What follows belongs to an exercise in optimizing a design on an open flow for small area, a short achievable clock period and few clock cycles; a production flow would make more cautious choices. Only the layout flow was run in this run; the RTL was not checked for function there. Power and IR drop assume default switching activity.

### flow/config.mk
export PLATFORM = sky130hd
export DESIGN_NAME = systol_new1
export DESIGN_NICKNAME = systol_new1
export VERILOG_FILES = /design/flow/design.v
export SDC_FILE = /design/flow/constraint.sdc
export NUM_CORES = 4
export LEC_CHECK = 0
export CAP_MARGIN = 20
export CORE_MARGIN = 2
export CORE_UTILIZATION = 40
export SETUP_SLACK_MARGIN = 4.4
export SLEW_MARGIN = 20
### flow/constraint.sdc
create_clock -name core_clock -period 7.0 [get_ports {clk}]
set_input_delay 1.4000 -clock core_clock [delete_from_list [all_inputs] [get_ports {clk}]]
set_output_delay 1.4000 -clock core_clock [all_outputs]
set_load 0.01 [all_outputs]
### flow/design.v
`timescale 1ns / 1ns
module systol_new1(read_select, result, finish, start, read_data, clk, rst, we, ws);
input start, clk, rst;
input [7:0] read_data;
output [13:0] read_select;
output [7:0] result;
output finish;
output we;
output [13:0] ws;
localparam H  = 6;                
localparam D  = H + 2;            
localparam NS = 48 / H;           
localparam L  = 2 * D + 1;        
localparam [11:0] OFF_ROW0 = -12'd150;                        
localparam [11:0] OFF_ROW49 = 12'd50 * (D - 5) - 12'd1;       
localparam [11:0] OFF_SAME = -12'd201;                        
localparam [11:0] OFF_NEXT = 12'd50 * (D - 4) - 12'd2;        
localparam [11:0] OFF_XS = -12'd52;                           
localparam [11:0] OFF_SAME49 = -12'd201 + 12'd50 - 12'd50 * H;  
localparam [11:0] K_ROW = 12'd50;                             
localparam [11:0] K_COL = -12'd50 * (D - 1) + 12'd1;          
localparam [11:0] K_STRIP = -12'd99;                          
reg busy;
reg [2:0] k;                      
reg [5:0] c;                      
reg [2:0] s;                      
reg [11:0] ra;                    
reg [7:0] sr [0:L-1];
reg [9:0] h0, h1;
reg [11:0] u;
reg [7:0] result_r;
reg [11:0] ws_r;
reg we_r, finish_r;
reg last_k;                       
reg strip_end;                    
reg fin_q;                        
wire fin = fin_q;
wire [11:0] kra = !last_k ? K_ROW : strip_end ? K_STRIP : K_COL;
	wire ar_p0 = ra[0] ^ kra[0];
	wire ar_g0 = ra[0] & kra[0];
	wire ar_p1 = ra[1] ^ kra[1];
	wire ar_g1 = ra[1] & kra[1];
	wire ar_p2 = ra[2] ^ kra[2];
	wire ar_g2 = ra[2] & kra[2];
	wire ar_p3 = ra[3] ^ kra[3];
	wire ar_g3 = ra[3] & kra[3];
	wire ar_p4 = ra[4] ^ kra[4];
	wire ar_g4 = ra[4] & kra[4];
	wire ar_p5 = ra[5] ^ kra[5];
	wire ar_g5 = ra[5] & kra[5];
	wire ar_p6 = ra[6] ^ kra[6];
	wire ar_g6 = ra[6] & kra[6];
	wire ar_p7 = ra[7] ^ kra[7];
	wire ar_g7 = ra[7] & kra[7];
	wire ar_p8 = ra[8] ^ kra[8];
	wire ar_g8 = ra[8] & kra[8];
	wire ar_p9 = ra[9] ^ kra[9];
	wire ar_g9 = ra[9] & kra[9];
	wire ar_p10 = ra[10] ^ kra[10];
	wire ar_g10 = ra[10] & kra[10];
	wire ar_p11 = ra[11] ^ kra[11];
	wire ar_g11 = ra[11] & kra[11];
	wire ar_G0 = ar_g1 | (ar_p1 & ar_g0);
	wire ar_P0 = ar_p1 & ar_p0;
	wire ar_G1 = ar_g2 | (ar_p2 & ar_g1);
	wire ar_P1 = ar_p2 & ar_p1;
	wire ar_G2 = ar_g3 | (ar_p3 & ar_g2);
	wire ar_P2 = ar_p3 & ar_p2;
	wire ar_G3 = ar_g4 | (ar_p4 & ar_g3);
	wire ar_P3 = ar_p4 & ar_p3;
	wire ar_G4 = ar_g5 | (ar_p5 & ar_g4);
	wire ar_P4 = ar_p5 & ar_p4;
	wire ar_G5 = ar_g6 | (ar_p6 & ar_g5);
	wire ar_P5 = ar_p6 & ar_p5;
	wire ar_G6 = ar_g7 | (ar_p7 & ar_g6);
	wire ar_P6 = ar_p7 & ar_p6;
	wire ar_G7 = ar_g8 | (ar_p8 & ar_g7);
	wire ar_P7 = ar_p8 & ar_p7;
	wire ar_G8 = ar_g9 | (ar_p9 & ar_g8);
	wire ar_P8 = ar_p9 & ar_p8;
	wire ar_G9 = ar_g10 | (ar_p10 & ar_g9);
	wire ar_P9 = ar_p10 & ar_p9;
	wire ar_G10 = ar_g11 | (ar_p11 & ar_g10);
	wire ar_P10 = ar_p11 & ar_p10;
	wire ar_G11 = ar_G1 | (ar_P1 & ar_g0);
	wire ar_P11 = ar_P1 & ar_p0;
	wire ar_G12 = ar_G2 | (ar_P2 & ar_G0);
	wire ar_P12 = ar_P2 & ar_P0;
	wire ar_G13 = ar_G3 | (ar_P3 & ar_G1);
	wire ar_P13 = ar_P3 & ar_P1;
	wire ar_G14 = ar_G4 | (ar_P4 & ar_G2);
	wire ar_P14 = ar_P4 & ar_P2;
	wire ar_G15 = ar_G5 | (ar_P5 & ar_G3);
	wire ar_P15 = ar_P5 & ar_P3;
	wire ar_G16 = ar_G6 | (ar_P6 & ar_G4);
	wire ar_P16 = ar_P6 & ar_P4;
	wire ar_G17 = ar_G7 | (ar_P7 & ar_G5);
	wire ar_P17 = ar_P7 & ar_P5;
	wire ar_G18 = ar_G8 | (ar_P8 & ar_G6);
	wire ar_P18 = ar_P8 & ar_P6;
	wire ar_G19 = ar_G9 | (ar_P9 & ar_G7);
	wire ar_P19 = ar_P9 & ar_P7;
	wire ar_G20 = ar_G10 | (ar_P10 & ar_G8);
	wire ar_P20 = ar_P10 & ar_P8;
	wire ar_G21 = ar_G13 | (ar_P13 & ar_g0);
	wire ar_P21 = ar_P13 & ar_p0;
	wire ar_G22 = ar_G14 | (ar_P14 & ar_G0);
	wire ar_P22 = ar_P14 & ar_P0;
	wire ar_G23 = ar_G15 | (ar_P15 & ar_G11);
	wire ar_P23 = ar_P15 & ar_P11;
	wire ar_G24 = ar_G16 | (ar_P16 & ar_G12);
	wire ar_P24 = ar_P16 & ar_P12;
	wire ar_G25 = ar_G17 | (ar_P17 & ar_G13);
	wire ar_P25 = ar_P17 & ar_P13;
	wire ar_G26 = ar_G18 | (ar_P18 & ar_G14);
	wire ar_P26 = ar_P18 & ar_P14;
	wire ar_G27 = ar_G19 | (ar_P19 & ar_G15);
	wire ar_P27 = ar_P19 & ar_P15;
	wire ar_G28 = ar_G20 | (ar_P20 & ar_G16);
	wire ar_P28 = ar_P20 & ar_P16;
	wire ar_G29 = ar_G25 | (ar_P25 & ar_g0);
	wire ar_P29 = ar_P25 & ar_p0;
	wire ar_G30 = ar_G26 | (ar_P26 & ar_G0);
	wire ar_P30 = ar_P26 & ar_P0;
	wire ar_G31 = ar_G27 | (ar_P27 & ar_G11);
	wire ar_P31 = ar_P27 & ar_P11;
	wire ar_G32 = ar_G28 | (ar_P28 & ar_G12);
	wire ar_P32 = ar_P28 & ar_P12;
	wire [11:0] ra_sum;
	assign ra_sum[0] = ar_p0;
	assign ra_sum[1] = ar_p1 ^ ar_g0;
	assign ra_sum[2] = ar_p2 ^ ar_G0;
	assign ra_sum[3] = ar_p3 ^ ar_G11;
	assign ra_sum[4] = ar_p4 ^ ar_G12;
	assign ra_sum[5] = ar_p5 ^ ar_G21;
	assign ra_sum[6] = ar_p6 ^ ar_G22;
	assign ra_sum[7] = ar_p7 ^ ar_G23;
	assign ra_sum[8] = ar_p8 ^ ar_G24;
	assign ra_sum[9] = ar_p9 ^ ar_G29;
	assign ra_sum[10] = ar_p10 ^ ar_G30;
	assign ra_sum[11] = ar_p11 ^ ar_G31;
wire run = (busy || start) && !fin;
wire [2:0] k_adv = last_k ? 3'd0 : k + 1'b1;
wire [5:0] c_adv = !last_k ? c : strip_end ? 6'd0 : c + 1'b1;
wire [2:0] s_adv = strip_end ? s + 1'b1 : s;
wire busy_nx = run;
wire [2:0] k_nx = run ? k_adv : 3'd0;
wire [5:0] c_nx = run ? c_adv : 6'd0;
wire [2:0] s_nx = run ? s_adv : 3'd0;
wire [11:0] ra_nx = run ? ra_sum : 12'd0;
always @(posedge clk)
begin
	if (rst)
	begin
		busy <= 0;
		k <= 0;
		c <= 0;
		s <= 0;
		ra <= 0;
	end
	else
	begin
		busy <= busy_nx;
		k <= k_nx;
		c <= c_nx;
		s <= s_nx;
		ra <= ra_nx;
	end
end
wire same_col = (k_adv >= 3'd5);
wire nc0 = (c_adv == 6'd0);
wire nc1 = (c_adv == 6'd1);
wire ns0 = (s_adv == 3'd0);
wire cx0  = same_col ? nc0 : nc1;
wire cx1  = same_col ? nc1 : (c_adv == 6'd2);
wire cx50 = same_col ? (c_adv == 6'd50) : (c_adv == 6'd51);
wire slot_a = (k_adv == 3'd3);
wire slot_b = (k_adv == 3'd4);
wire wr_a = slot_a && ns0 && (c_adv <= 6'd49);
wire wr_b = slot_b && (s_adv == NS - 1) && !nc0 && (c_adv <= 6'd50);
wire wr_i = !slot_a && !slot_b && (same_col ? !(nc0 && ns0) : !(ns0 && (nc0 || nc1)));
reg wen_q;
reg [1:0] rsel_q;                 
reg [2:0] osel_q;
always @(posedge clk)
begin
	if (rst)
	begin
		wen_q <= 0;
		fin_q <= 0;
		last_k <= 0;
		strip_end <= 0;
	end
	else
	begin
		wen_q <= busy && !fin && (wr_a || wr_b || wr_i);
		fin_q <= busy && !fin && (k_adv == 3'd2) && (c_adv == 6'd51);
		last_k <= run && (k_adv == D - 1);
		strip_end <= run && (k_adv == D - 1) && (c_adv == 6'd49) && (s_adv != NS - 1);
	end
	rsel_q <= slot_a ? 2'd1 : slot_b ? 2'd2 : (cx0 | cx1 | cx50) ? 2'd3 : 2'd0;
	osel_q <= slot_a ? 3'd0 : slot_b ? 3'd1 :
	          same_col ? (cx0 ? 3'd2 : 3'd3) :
	          nc0 ? 3'd4 : cx0 ? 3'd4 : 3'd5;
end
reg [11:0] off;
always @*
	case (osel_q)
	3'd0: off = OFF_ROW0;
	3'd1: off = OFF_ROW49;
	3'd2: off = OFF_SAME49;
	3'd3: off = OFF_SAME;
	3'd4: off = OFF_XS;
	default: off = OFF_NEXT;
	endcase
	wire aw_p0 = ra[0] ^ off[0];
	wire aw_g0 = ra[0] & off[0];
	wire aw_p1 = ra[1] ^ off[1];
	wire aw_g1 = ra[1] & off[1];
	wire aw_p2 = ra[2] ^ off[2];
	wire aw_g2 = ra[2] & off[2];
	wire aw_p3 = ra[3] ^ off[3];
	wire aw_g3 = ra[3] & off[3];
	wire aw_p4 = ra[4] ^ off[4];
	wire aw_g4 = ra[4] & off[4];
	wire aw_p5 = ra[5] ^ off[5];
	wire aw_g5 = ra[5] & off[5];
	wire aw_p6 = ra[6] ^ off[6];
	wire aw_g6 = ra[6] & off[6];
	wire aw_p7 = ra[7] ^ off[7];
	wire aw_g7 = ra[7] & off[7];
	wire aw_p8 = ra[8] ^ off[8];
	wire aw_g8 = ra[8] & off[8];
	wire aw_p9 = ra[9] ^ off[9];
	wire aw_g9 = ra[9] & off[9];
	wire aw_p10 = ra[10] ^ off[10];
	wire aw_g10 = ra[10] & off[10];
	wire aw_p11 = ra[11] ^ off[11];
	wire aw_g11 = ra[11] & off[11];
	wire aw_G0 = aw_g1 | (aw_p1 & aw_g0);
	wire aw_P0 = aw_p1 & aw_p0;
	wire aw_G1 = aw_g2 | (aw_p2 & aw_g1);
	wire aw_P1 = aw_p2 & aw_p1;
	wire aw_G2 = aw_g3 | (aw_p3 & aw_g2);
	wire aw_P2 = aw_p3 & aw_p2;
	wire aw_G3 = aw_g4 | (aw_p4 & aw_g3);
	wire aw_P3 = aw_p4 & aw_p3;
	wire aw_G4 = aw_g5 | (aw_p5 & aw_g4);
	wire aw_P4 = aw_p5 & aw_p4;
	wire aw_G5 = aw_g6 | (aw_p6 & aw_g5);
	wire aw_P5 = aw_p6 & aw_p5;
	wire aw_G6 = aw_g7 | (aw_p7 & aw_g6);
	wire aw_P6 = aw_p7 & aw_p6;
	wire aw_G7 = aw_g8 | (aw_p8 & aw_g7);
	wire aw_P7 = aw_p8 & aw_p7;
	wire aw_G8 = aw_g9 | (aw_p9 & aw_g8);
	wire aw_P8 = aw_p9 & aw_p8;
	wire aw_G9 = aw_g10 | (aw_p10 & aw_g9);
	wire aw_P9 = aw_p10 & aw_p9;
	wire aw_G10 = aw_g11 | (aw_p11 & aw_g10);
	wire aw_P10 = aw_p11 & aw_p10;
	wire aw_G11 = aw_G1 | (aw_P1 & aw_g0);
	wire aw_P11 = aw_P1 & aw_p0;
	wire aw_G12 = aw_G2 | (aw_P2 & aw_G0);
	wire aw_P12 = aw_P2 & aw_P0;
	wire aw_G13 = aw_G3 | (aw_P3 & aw_G1);
	wire aw_P13 = aw_P3 & aw_P1;
	wire aw_G14 = aw_G4 | (aw_P4 & aw_G2);
	wire aw_P14 = aw_P4 & aw_P2;
	wire aw_G15 = aw_G5 | (aw_P5 & aw_G3);
	wire aw_P15 = aw_P5 & aw_P3;
	wire aw_G16 = aw_G6 | (aw_P6 & aw_G4);
	wire aw_P16 = aw_P6 & aw_P4;
	wire aw_G17 = aw_G7 | (aw_P7 & aw_G5);
	wire aw_P17 = aw_P7 & aw_P5;
	wire aw_G18 = aw_G8 | (aw_P8 & aw_G6);
	wire aw_P18 = aw_P8 & aw_P6;
	wire aw_G19 = aw_G9 | (aw_P9 & aw_G7);
	wire aw_P19 = aw_P9 & aw_P7;
	wire aw_G20 = aw_G10 | (aw_P10 & aw_G8);
	wire aw_P20 = aw_P10 & aw_P8;
	wire aw_G21 = aw_G13 | (aw_P13 & aw_g0);
	wire aw_P21 = aw_P13 & aw_p0;
	wire aw_G22 = aw_G14 | (aw_P14 & aw_G0);
	wire aw_P22 = aw_P14 & aw_P0;
	wire aw_G23 = aw_G15 | (aw_P15 & aw_G11);
	wire aw_P23 = aw_P15 & aw_P11;
	wire aw_G24 = aw_G16 | (aw_P16 & aw_G12);
	wire aw_P24 = aw_P16 & aw_P12;
	wire aw_G25 = aw_G17 | (aw_P17 & aw_G13);
	wire aw_P25 = aw_P17 & aw_P13;
	wire aw_G26 = aw_G18 | (aw_P18 & aw_G14);
	wire aw_P26 = aw_P18 & aw_P14;
	wire aw_G27 = aw_G19 | (aw_P19 & aw_G15);
	wire aw_P27 = aw_P19 & aw_P15;
	wire aw_G28 = aw_G20 | (aw_P20 & aw_G16);
	wire aw_P28 = aw_P20 & aw_P16;
	wire aw_G29 = aw_G25 | (aw_P25 & aw_g0);
	wire aw_P29 = aw_P25 & aw_p0;
	wire aw_G30 = aw_G26 | (aw_P26 & aw_G0);
	wire aw_P30 = aw_P26 & aw_P0;
	wire aw_G31 = aw_G27 | (aw_P27 & aw_G11);
	wire aw_P31 = aw_P27 & aw_P11;
	wire aw_G32 = aw_G28 | (aw_P28 & aw_G12);
	wire aw_P32 = aw_P28 & aw_P12;
	wire [11:0] ws_sum;
	assign ws_sum[0] = aw_p0;
	assign ws_sum[1] = aw_p1 ^ aw_g0;
	assign ws_sum[2] = aw_p2 ^ aw_G0;
	assign ws_sum[3] = aw_p3 ^ aw_G11;
	assign ws_sum[4] = aw_p4 ^ aw_G12;
	assign ws_sum[5] = aw_p5 ^ aw_G21;
	assign ws_sum[6] = aw_p6 ^ aw_G22;
	assign ws_sum[7] = aw_p7 ^ aw_G23;
	assign ws_sum[8] = aw_p8 ^ aw_G24;
	assign ws_sum[9] = aw_p9 ^ aw_G29;
	assign ws_sum[10] = aw_p10 ^ aw_G30;
	assign ws_sum[11] = aw_p11 ^ aw_G31;
wire [7:0] hp = sr[0];
wire [7:0] hq = sr[D];
wire [7:0] hr = sr[2*D];
wire [8:0] hs = {hq[7], hp[7:1] ^ hq[6:0] ^ hr[7:1], hp[0] ^ hr[0]};
wire [7:0] hc = {(hp[7:1] & hq[6:0]) | (hp[7:1] & hr[7:1]) | (hq[6:0] & hr[7:1]), hp[0] & hr[0]};
	wire ah_p0 = hs[0] ^ 1'b0;
	wire ah_g0 = hs[0] & 1'b0;
	wire ah_p1 = hs[1] ^ hc[0];
	wire ah_g1 = hs[1] & hc[0];
	wire ah_p2 = hs[2] ^ hc[1];
	wire ah_g2 = hs[2] & hc[1];
	wire ah_p3 = hs[3] ^ hc[2];
	wire ah_g3 = hs[3] & hc[2];
	wire ah_p4 = hs[4] ^ hc[3];
	wire ah_g4 = hs[4] & hc[3];
	wire ah_p5 = hs[5] ^ hc[4];
	wire ah_g5 = hs[5] & hc[4];
	wire ah_p6 = hs[6] ^ hc[5];
	wire ah_g6 = hs[6] & hc[5];
	wire ah_p7 = hs[7] ^ hc[6];
	wire ah_g7 = hs[7] & hc[6];
	wire ah_p8 = hs[8] ^ hc[7];
	wire ah_g8 = hs[8] & hc[7];
	wire ah_p9 = 1'b0 ^ 1'b0;
	wire ah_g9 = 1'b0 & 1'b0;
	wire ah_G0 = ah_g1 | (ah_p1 & ah_g0);
	wire ah_P0 = ah_p1 & ah_p0;
	wire ah_G1 = ah_g2 | (ah_p2 & ah_g1);
	wire ah_P1 = ah_p2 & ah_p1;
	wire ah_G2 = ah_g3 | (ah_p3 & ah_g2);
	wire ah_P2 = ah_p3 & ah_p2;
	wire ah_G3 = ah_g4 | (ah_p4 & ah_g3);
	wire ah_P3 = ah_p4 & ah_p3;
	wire ah_G4 = ah_g5 | (ah_p5 & ah_g4);
	wire ah_P4 = ah_p5 & ah_p4;
	wire ah_G5 = ah_g6 | (ah_p6 & ah_g5);
	wire ah_P5 = ah_p6 & ah_p5;
	wire ah_G6 = ah_g7 | (ah_p7 & ah_g6);
	wire ah_P6 = ah_p7 & ah_p6;
	wire ah_G7 = ah_g8 | (ah_p8 & ah_g7);
	wire ah_P7 = ah_p8 & ah_p7;
	wire ah_G8 = ah_g9 | (ah_p9 & ah_g8);
	wire ah_P8 = ah_p9 & ah_p8;
	wire ah_G9 = ah_G1 | (ah_P1 & ah_g0);
	wire ah_P9 = ah_P1 & ah_p0;
	wire ah_G10 = ah_G2 | (ah_P2 & ah_G0);
	wire ah_P10 = ah_P2 & ah_P0;
	wire ah_G11 = ah_G3 | (ah_P3 & ah_G1);
	wire ah_P11 = ah_P3 & ah_P1;
	wire ah_G12 = ah_G4 | (ah_P4 & ah_G2);
	wire ah_P12 = ah_P4 & ah_P2;
	wire ah_G13 = ah_G5 | (ah_P5 & ah_G3);
	wire ah_P13 = ah_P5 & ah_P3;
	wire ah_G14 = ah_G6 | (ah_P6 & ah_G4);
	wire ah_P14 = ah_P6 & ah_P4;
	wire ah_G15 = ah_G7 | (ah_P7 & ah_G5);
	wire ah_P15 = ah_P7 & ah_P5;
	wire ah_G16 = ah_G8 | (ah_P8 & ah_G6);
	wire ah_P16 = ah_P8 & ah_P6;
	wire ah_G17 = ah_G11 | (ah_P11 & ah_g0);
	wire ah_P17 = ah_P11 & ah_p0;
	wire ah_G18 = ah_G12 | (ah_P12 & ah_G0);
	wire ah_P18 = ah_P12 & ah_P0;
	wire ah_G19 = ah_G13 | (ah_P13 & ah_G9);
	wire ah_P19 = ah_P13 & ah_P9;
	wire ah_G20 = ah_G14 | (ah_P14 & ah_G10);
	wire ah_P20 = ah_P14 & ah_P10;
	wire ah_G21 = ah_G15 | (ah_P15 & ah_G11);
	wire ah_P21 = ah_P15 & ah_P11;
	wire ah_G22 = ah_G16 | (ah_P16 & ah_G12);
	wire ah_P22 = ah_P16 & ah_P12;
	wire ah_G23 = ah_G21 | (ah_P21 & ah_g0);
	wire ah_P23 = ah_P21 & ah_p0;
	wire ah_G24 = ah_G22 | (ah_P22 & ah_G0);
	wire ah_P24 = ah_P22 & ah_P0;
	wire [9:0] h_sum;
	assign h_sum[0] = ah_p0;
	assign h_sum[1] = ah_p1 ^ ah_g0;
	assign h_sum[2] = ah_p2 ^ ah_G0;
	assign h_sum[3] = ah_p3 ^ ah_G9;
	assign h_sum[4] = ah_p4 ^ ah_G10;
	assign h_sum[5] = ah_p5 ^ ah_G17;
	assign h_sum[6] = ah_p6 ^ ah_G18;
	assign h_sum[7] = ah_p7 ^ ah_G19;
	assign h_sum[8] = ah_p8 ^ ah_G20;
	assign h_sum[9] = ah_p9 ^ ah_G23;
	wire au_p0 = h1[0] ^ 1'b0;
	wire au_g0 = h1[0] & 1'b0;
	wire au_p1 = h1[1] ^ h0[0];
	wire au_g1 = h1[1] & h0[0];
	wire au_p2 = h1[2] ^ h0[1];
	wire au_g2 = h1[2] & h0[1];
	wire au_p3 = h1[3] ^ h0[2];
	wire au_g3 = h1[3] & h0[2];
	wire au_p4 = h1[4] ^ h0[3];
	wire au_g4 = h1[4] & h0[3];
	wire au_p5 = h1[5] ^ h0[4];
	wire au_g5 = h1[5] & h0[4];
	wire au_p6 = h1[6] ^ h0[5];
	wire au_g6 = h1[6] & h0[5];
	wire au_p7 = h1[7] ^ h0[6];
	wire au_g7 = h1[7] & h0[6];
	wire au_p8 = h1[8] ^ h0[7];
	wire au_g8 = h1[8] & h0[7];
	wire au_p9 = h1[9] ^ h0[8];
	wire au_g9 = h1[9] & h0[8];
	wire au_p10 = 1'b0 ^ h0[9];
	wire au_g10 = 1'b0 & h0[9];
	wire au_p11 = 1'b0 ^ 1'b0;
	wire au_g11 = 1'b0 & 1'b0;
	wire au_G0 = au_g1 | (au_p1 & au_g0);
	wire au_P0 = au_p1 & au_p0;
	wire au_G1 = au_g2 | (au_p2 & au_g1);
	wire au_P1 = au_p2 & au_p1;
	wire au_G2 = au_g3 | (au_p3 & au_g2);
	wire au_P2 = au_p3 & au_p2;
	wire au_G3 = au_g4 | (au_p4 & au_g3);
	wire au_P3 = au_p4 & au_p3;
	wire au_G4 = au_g5 | (au_p5 & au_g4);
	wire au_P4 = au_p5 & au_p4;
	wire au_G5 = au_g6 | (au_p6 & au_g5);
	wire au_P5 = au_p6 & au_p5;
	wire au_G6 = au_g7 | (au_p7 & au_g6);
	wire au_P6 = au_p7 & au_p6;
	wire au_G7 = au_g8 | (au_p8 & au_g7);
	wire au_P7 = au_p8 & au_p7;
	wire au_G8 = au_g9 | (au_p9 & au_g8);
	wire au_P8 = au_p9 & au_p8;
	wire au_G9 = au_g10 | (au_p10 & au_g9);
	wire au_P9 = au_p10 & au_p9;
	wire au_G10 = au_g11 | (au_p11 & au_g10);
	wire au_P10 = au_p11 & au_p10;
	wire au_G11 = au_G1 | (au_P1 & au_g0);
	wire au_P11 = au_P1 & au_p0;
	wire au_G12 = au_G2 | (au_P2 & au_G0);
	wire au_P12 = au_P2 & au_P0;
	wire au_G13 = au_G3 | (au_P3 & au_G1);
	wire au_P13 = au_P3 & au_P1;
	wire au_G14 = au_G4 | (au_P4 & au_G2);
	wire au_P14 = au_P4 & au_P2;
	wire au_G15 = au_G5 | (au_P5 & au_G3);
	wire au_P15 = au_P5 & au_P3;
	wire au_G16 = au_G6 | (au_P6 & au_G4);
	wire au_P16 = au_P6 & au_P4;
	wire au_G17 = au_G7 | (au_P7 & au_G5);
	wire au_P17 = au_P7 & au_P5;
	wire au_G18 = au_G8 | (au_P8 & au_G6);
	wire au_P18 = au_P8 & au_P6;
	wire au_G19 = au_G9 | (au_P9 & au_G7);
	wire au_P19 = au_P9 & au_P7;
	wire au_G20 = au_G10 | (au_P10 & au_G8);
	wire au_P20 = au_P10 & au_P8;
	wire au_G21 = au_G13 | (au_P13 & au_g0);
	wire au_P21 = au_P13 & au_p0;
	wire au_G22 = au_G14 | (au_P14 & au_G0);
	wire au_P22 = au_P14 & au_P0;
	wire au_G23 = au_G15 | (au_P15 & au_G11);
	wire au_P23 = au_P15 & au_P11;
	wire au_G24 = au_G16 | (au_P16 & au_G12);
	wire au_P24 = au_P16 & au_P12;
	wire au_G25 = au_G17 | (au_P17 & au_G13);
	wire au_P25 = au_P17 & au_P13;
	wire au_G26 = au_G18 | (au_P18 & au_G14);
	wire au_P26 = au_P18 & au_P14;
	wire au_G27 = au_G19 | (au_P19 & au_G15);
	wire au_P27 = au_P19 & au_P15;
	wire au_G28 = au_G20 | (au_P20 & au_G16);
	wire au_P28 = au_P20 & au_P16;
	wire au_G29 = au_G25 | (au_P25 & au_g0);
	wire au_P29 = au_P25 & au_p0;
	wire au_G30 = au_G26 | (au_P26 & au_G0);
	wire au_P30 = au_P26 & au_P0;
	wire au_G31 = au_G27 | (au_P27 & au_G11);
	wire au_P31 = au_P27 & au_P11;
	wire au_G32 = au_G28 | (au_P28 & au_G12);
	wire au_P32 = au_P28 & au_P12;
	wire [11:0] u_sum;
	assign u_sum[0] = au_p0;
	assign u_sum[1] = au_p1 ^ au_g0;
	assign u_sum[2] = au_p2 ^ au_G0;
	assign u_sum[3] = au_p3 ^ au_G11;
	assign u_sum[4] = au_p4 ^ au_G12;
	assign u_sum[5] = au_p5 ^ au_G21;
	assign u_sum[6] = au_p6 ^ au_G22;
	assign u_sum[7] = au_p7 ^ au_G23;
	assign u_sum[8] = au_p8 ^ au_G24;
	assign u_sum[9] = au_p9 ^ au_G29;
	assign u_sum[10] = au_p10 ^ au_G30;
	assign u_sum[11] = au_p11 ^ au_G31;
	wire av_p0 = u[0] ^ h0[0];
	wire av_g0 = u[0] & h0[0];
	wire av_p1 = u[1] ^ h0[1];
	wire av_g1 = u[1] & h0[1];
	wire av_p2 = u[2] ^ h0[2];
	wire av_g2 = u[2] & h0[2];
	wire av_p3 = u[3] ^ h0[3];
	wire av_g3 = u[3] & h0[3];
	wire av_p4 = u[4] ^ h0[4];
	wire av_g4 = u[4] & h0[4];
	wire av_p5 = u[5] ^ h0[5];
	wire av_g5 = u[5] & h0[5];
	wire av_p6 = u[6] ^ h0[6];
	wire av_g6 = u[6] & h0[6];
	wire av_p7 = u[7] ^ h0[7];
	wire av_g7 = u[7] & h0[7];
	wire av_p8 = u[8] ^ h0[8];
	wire av_g8 = u[8] & h0[8];
	wire av_p9 = u[9] ^ h0[9];
	wire av_g9 = u[9] & h0[9];
	wire av_p10 = u[10] ^ 1'b0;
	wire av_g10 = u[10] & 1'b0;
	wire av_p11 = u[11] ^ 1'b0;
	wire av_g11 = u[11] & 1'b0;
	wire av_G0 = av_g1 | (av_p1 & av_g0);
	wire av_P0 = av_p1 & av_p0;
	wire av_G1 = av_g2 | (av_p2 & av_g1);
	wire av_P1 = av_p2 & av_p1;
	wire av_G2 = av_g3 | (av_p3 & av_g2);
	wire av_P2 = av_p3 & av_p2;
	wire av_G3 = av_g4 | (av_p4 & av_g3);
	wire av_P3 = av_p4 & av_p3;
	wire av_G4 = av_g5 | (av_p5 & av_g4);
	wire av_P4 = av_p5 & av_p4;
	wire av_G5 = av_g6 | (av_p6 & av_g5);
	wire av_P5 = av_p6 & av_p5;
	wire av_G6 = av_g7 | (av_p7 & av_g6);
	wire av_P6 = av_p7 & av_p6;
	wire av_G7 = av_g8 | (av_p8 & av_g7);
	wire av_P7 = av_p8 & av_p7;
	wire av_G8 = av_g9 | (av_p9 & av_g8);
	wire av_P8 = av_p9 & av_p8;
	wire av_G9 = av_g10 | (av_p10 & av_g9);
	wire av_P9 = av_p10 & av_p9;
	wire av_G10 = av_g11 | (av_p11 & av_g10);
	wire av_P10 = av_p11 & av_p10;
	wire av_G11 = av_G1 | (av_P1 & av_g0);
	wire av_P11 = av_P1 & av_p0;
	wire av_G12 = av_G2 | (av_P2 & av_G0);
	wire av_P12 = av_P2 & av_P0;
	wire av_G13 = av_G3 | (av_P3 & av_G1);
	wire av_P13 = av_P3 & av_P1;
	wire av_G14 = av_G4 | (av_P4 & av_G2);
	wire av_P14 = av_P4 & av_P2;
	wire av_G15 = av_G5 | (av_P5 & av_G3);
	wire av_P15 = av_P5 & av_P3;
	wire av_G16 = av_G6 | (av_P6 & av_G4);
	wire av_P16 = av_P6 & av_P4;
	wire av_G17 = av_G7 | (av_P7 & av_G5);
	wire av_P17 = av_P7 & av_P5;
	wire av_G18 = av_G8 | (av_P8 & av_G6);
	wire av_P18 = av_P8 & av_P6;
	wire av_G19 = av_G9 | (av_P9 & av_G7);
	wire av_P19 = av_P9 & av_P7;
	wire av_G20 = av_G10 | (av_P10 & av_G8);
	wire av_P20 = av_P10 & av_P8;
	wire av_G21 = av_G13 | (av_P13 & av_g0);
	wire av_P21 = av_P13 & av_p0;
	wire av_G22 = av_G14 | (av_P14 & av_G0);
	wire av_P22 = av_P14 & av_P0;
	wire av_G23 = av_G15 | (av_P15 & av_G11);
	wire av_P23 = av_P15 & av_P11;
	wire av_G24 = av_G16 | (av_P16 & av_G12);
	wire av_P24 = av_P16 & av_P12;
	wire av_G25 = av_G17 | (av_P17 & av_G13);
	wire av_P25 = av_P17 & av_P13;
	wire av_G26 = av_G18 | (av_P18 & av_G14);
	wire av_P26 = av_P18 & av_P14;
	wire av_G27 = av_G19 | (av_P19 & av_G15);
	wire av_P27 = av_P19 & av_P15;
	wire av_G28 = av_G20 | (av_P20 & av_G16);
	wire av_P28 = av_P20 & av_P16;
	wire av_G29 = av_G25 | (av_P25 & av_g0);
	wire av_P29 = av_P25 & av_p0;
	wire av_G30 = av_G26 | (av_P26 & av_G0);
	wire av_P30 = av_P26 & av_P0;
	wire av_G31 = av_G27 | (av_P27 & av_G11);
	wire av_P31 = av_P27 & av_P11;
	wire av_G32 = av_G28 | (av_P28 & av_G12);
	wire av_P32 = av_P28 & av_P12;
	wire [11:0] vsum;
	assign vsum[0] = av_p0;
	assign vsum[1] = av_p1 ^ av_g0;
	assign vsum[2] = av_p2 ^ av_G0;
	assign vsum[3] = av_p3 ^ av_G11;
	assign vsum[4] = av_p4 ^ av_G12;
	assign vsum[5] = av_p5 ^ av_G21;
	assign vsum[6] = av_p6 ^ av_G22;
	assign vsum[7] = av_p7 ^ av_G23;
	assign vsum[8] = av_p8 ^ av_G24;
	assign vsum[9] = av_p9 ^ av_G29;
	assign vsum[10] = av_p10 ^ av_G30;
	assign vsum[11] = av_p11 ^ av_G31;
wire [7:0] pix = (rsel_q == 2'd1) ? sr[1] : (rsel_q == 2'd2) ? sr[3] : sr[D+2];
integer i;
always @(posedge clk)
begin
	sr[0] <= read_data;
	for (i = 1; i < L; i = i + 1)
		sr[i] <= sr[i-1];
	h0 <= h_sum;
	h1 <= h0;
	u <= u_sum;
end
always @(posedge clk)
begin
	if (rst)
	begin
		we_r <= 0;
		finish_r <= 0;
	end
	else
	begin
		we_r <= wen_q;
		finish_r <= fin_q;
	end
	ws_r <= ws_sum;
	result_r <= (rsel_q == 2'd0) ? vsum[11:4] : pix;
end
assign read_select = {2'b00, ra};
assign result = result_r;
assign ws = {2'b00, ws_r};
assign we = we_r;
assign finish = finish_r;
endmodule
### flow/flow/run.sh
#!/bin/bash
# Layout flow: the standard flow (standard synthesis unchanged), with
#  - port buffers made from buf_1 cells instead of the default delay buffers,
#  - clock tree from clkbuf_8 in clusters of up to 20 sinks, without
#    dummy loads.
# Each tool's full output stays in the ORFS logs folder; the make output is
# kept in flow_make.log here.
set -euo pipefail
bash standard.sh \
  "BUFFER_PORTS_ARGS=-buffer_cell sky130_fd_sc_hd__buf_1" \
  "CTS_ARGS=-sink_clustering_enable -repair_clock_nets -buf_list sky130_fd_sc_hd__clkbuf_8 -sink_clustering_size 20 -sink_clustering_max_diameter 300 -dont_use_dummy_load" \
  finish > flow_make.log 2>&1
### flow/standard.sh
#!/bin/bash
# synth_recipe.tcl (not shown) runs the flow's synth.tcl, then flattens the netlist and writes it again
# the make line also repeats each setting of config.mk as NAME=value (left out here)
make -C /OpenROAD-flow-scripts/flow DESIGN_CONFIG=/design/flow/config.mk WORK_HOME=/design/flow/orfs CLKGATE_MAP_FILE= SYNTH_SCRIPT=/design/flow/synth_recipe.tcl "${@:-finish}"
==> summary.txt <==
-- report_power, final --
group	internal [mW]	total (mW)	switching [mW]	leakage [nW]
Combinational	0.370	0.772	0.402	1.43
Clock	0.195	0.555	0.360	0.108
Sequential	1.45	1.53	0.0851	1.88
Total	2.02	2.86	0.846	3.42
-- cells by family (layout without fill, tap and decap cells) --
family | Yosys count | in the layout | synth area share
flops | 224 | 224 | 0.588
compound gates | 120 | 120 | 0.102
buf+inv | 42 | 89 | 0.0243
simple gates | 152 | 152 | 0.103
other cells | 1 | 4 | 0.000492
mux | 9 | 9 | 0.0218
xor+xnor | 41 | 41 | 0.0471
fa+ha+maj | 62 | 62 | 0.113
-- stage by stage --
stage          setup slack, ns  instances
5_1_grt                   4.37        935
6_report                  4.51        935
4_1_cts                   4.40        935
3_5_place_dp              4.30        920
3_3_place_gp              4.38        920
2_1_floorplan             4.56        654
-- layer usage --
| metal | GRT usage | vias to the layer above | wire (µm) |
|---|---|---|---|
| li1 | - | 2352 | - |
| met1 | 0.182 | 2189 | 6400 |
| met2 | 0.228 | 70 | 6310 |
| met3 | 0.0256 | 19 | 440 |
| met4 | 0.0300 | 0 | 241 |
| met5 | 0 | - | 0 |
-- layout by cell type, fill, tap and decap left out, types with 15 or more instances in the layout --
master	count
nand2_1	24
dfxtp_1	218
buf_1	44
o21ai_0	22
xnor2_1	27
nor3_1	19
a21oi_1	36
ha_1	51
nor2_1	42
inv_1	26
clkbuf_8	15
-- final timing paths --
| kind | depth (start not counted) | slack, ns | endpoint | from |
|---|---|---|---|---|
| hold / removal | 0 | 0.30 | sr[10][2] | sr[9][2] |
| setup reg to reg | 11 | 4.52 | ws_r[10] | osel_q[1] |
| hold reg to reg | 0 | 0.30 | sr[10][2] | sr[9][2] |
| setup / recovery | 1 | 4.51 | read_select[3] | ra[3] |
-- cell type report --
type                    instances  area, µm²  area share
well taps                     234        293      0.0355
multi-input cells             388       2970       0.360
clock buffers                  15        206      0.0250
inverters                      29        109      0.0132
flip-flops and latches        224       4490       0.545
repair buffers                 45        173      0.0209
-- flip-flops by register name (all words and copies together), names as in the netlist --
register   flops
sr           136
ra            12
u             12
ws_r          12
h0            10
h1            10
result_r       8
c              6
k              3
osel_q         3
s              3
rsel_q         2
busy           1
fin_q          1
finish_r       1
last_k         1
strip_end      1
we_r           1
wen_q          1
-- what timing repair did --
| action | 4_1_cts | 5_1_grt |
|---|---|---|
| hold endpoints to repair | 0 | 0 |
| gates resized for setup | 2 | 8 |
| gates cloned | 0 | 0 |
| endpoints found under the setup margin | 2 | 6 |
==> reports/results.ini <==
[detailed_routing]
drc_errors=0
drt_iter0_drc=183
wire_per_inst_um=14.3
viasPerCell=4.95
routed_wl_um=13400
vias=4630
antenna_left=0
drt_pre_antenna_iters=4

[critical_path]
cp_num_buf_inv=1
slowest_stage=dfxtp_1
worstPathRequired_ns=5.60
endpoint_kind=output pin
cpLargestDelayFamily=flip-flops
cp_max_fo=3
arrival_ns=1.09
max_stage_delay_ns=0.44
crit_path_start_kind=register
setup.worst_path.class=reg2out
crit_chain=buf_1

[sta]
fin_crit_sh=0.356
fmax_ghz=0.402
final-max-slew-violation-count=0
rsz0062_at_grt=yes
skew_ns=0.0908
min_period_ns=2.49
max-slew-margin-rel=0.527
setup_viol=0
hold-worst-slack_ns=0.305
timing.setup.tns_ns=0
report.final.hold_viol_count=0
tightest_slew_ns=0.709

[cells_and_area]
antenna_cells=0
final_util=0.441
fin_area_um2=8250
num-nets-final=776
drive_gt1_frac=0.0628
area_growth_pct=8.23
fillers=1764

[clock_tree]
cts_sinks=224
clkLatencyLatePin_ns=0.50
cts.clk_slew.worst_paths_ns=0.12
cts_buffers=15
cts_root_buf=clkbuf_8
hold_buffers=0
cts_tree=yes
cts_setup_buffers=0
htreeDepth=1
clock_path_buffers=3

[job]
drv_cap=0

[synth]
synth.distinct_cells=60
synth.avg_cell_area_um2=11.7
synth_edf_count=0
synth_warnings=2
synth-seq-cells=224
synth.most_common_cell=dfxtp_1
syn_inst=651
ys_seq_area_frac=0.588
syn_area_um2=7620
synth.top_cell.area_share=0.588
synth_largest_area_cell=dfxtp_1
synth_flop_cell=dfxtp_1
synth_area_leaders=dfxtp_1 59%, ha_1 8.4%, xnor2_1 3.2%
async_flop_share=0
synth_commonest_cells=224 x dfxtp_1, 51 x ha_1, 43 x nor2_1

[die]
initial_core_util=0.407
coreArea_um2=18700
die_y_um=142
chipWidth_um=142
die-area_um2=20200
io_pins=49
rows=50

[power_and_ir_drop]
cellPowerDensity_nw_per_um2=347
ir_drop_mv=0.172
leakagePower_nw=3.42
finalPower_mw=2.86

[place]
portBuffers=44
placed_area_um2=8020
finalWeightedCongestion=0.875
hpwl_um=9740

[global_routing]
grt_pass1_wl_um=22400
grt_util_all_layers=0.135
grt_max_degree=23
grt_overflow_total=0
antenna_found_initial=0
grt_pass1_vias=4658

[status]
status=finished clean

[min_path]
min_path_type=reg2reg

[port drivers added, routing unchanged]
How much do the figures lean on ideal ports? The routed layout below was timed once more, with nothing changed but the port constraints.
Step 1 sets driving cells, clkbuf_16 on the clock port and buf_2 on the other inputs (assumed; they add their load-dependent delay and slew).
Step 2 moves the port delays by t, midway between the first and last clock arrival at a register: inputs arrive t later, outputs are due t later. That takes back most of the time a late clock gives input paths.
Slacks: ideal / step 1 / step 2; pairs: ideal / step 1.
t, ns: 0.492
setup slack, ns: 4.510 / 4.475 / 4.414
worst setup path at the end: input to register
worst data-port slew with drivers (ns): 0.03
After both steps setup and hold are still met in this run. The setup slack of this run moves by -0.035 ns with the drivers and by -0.096 ns with both steps.
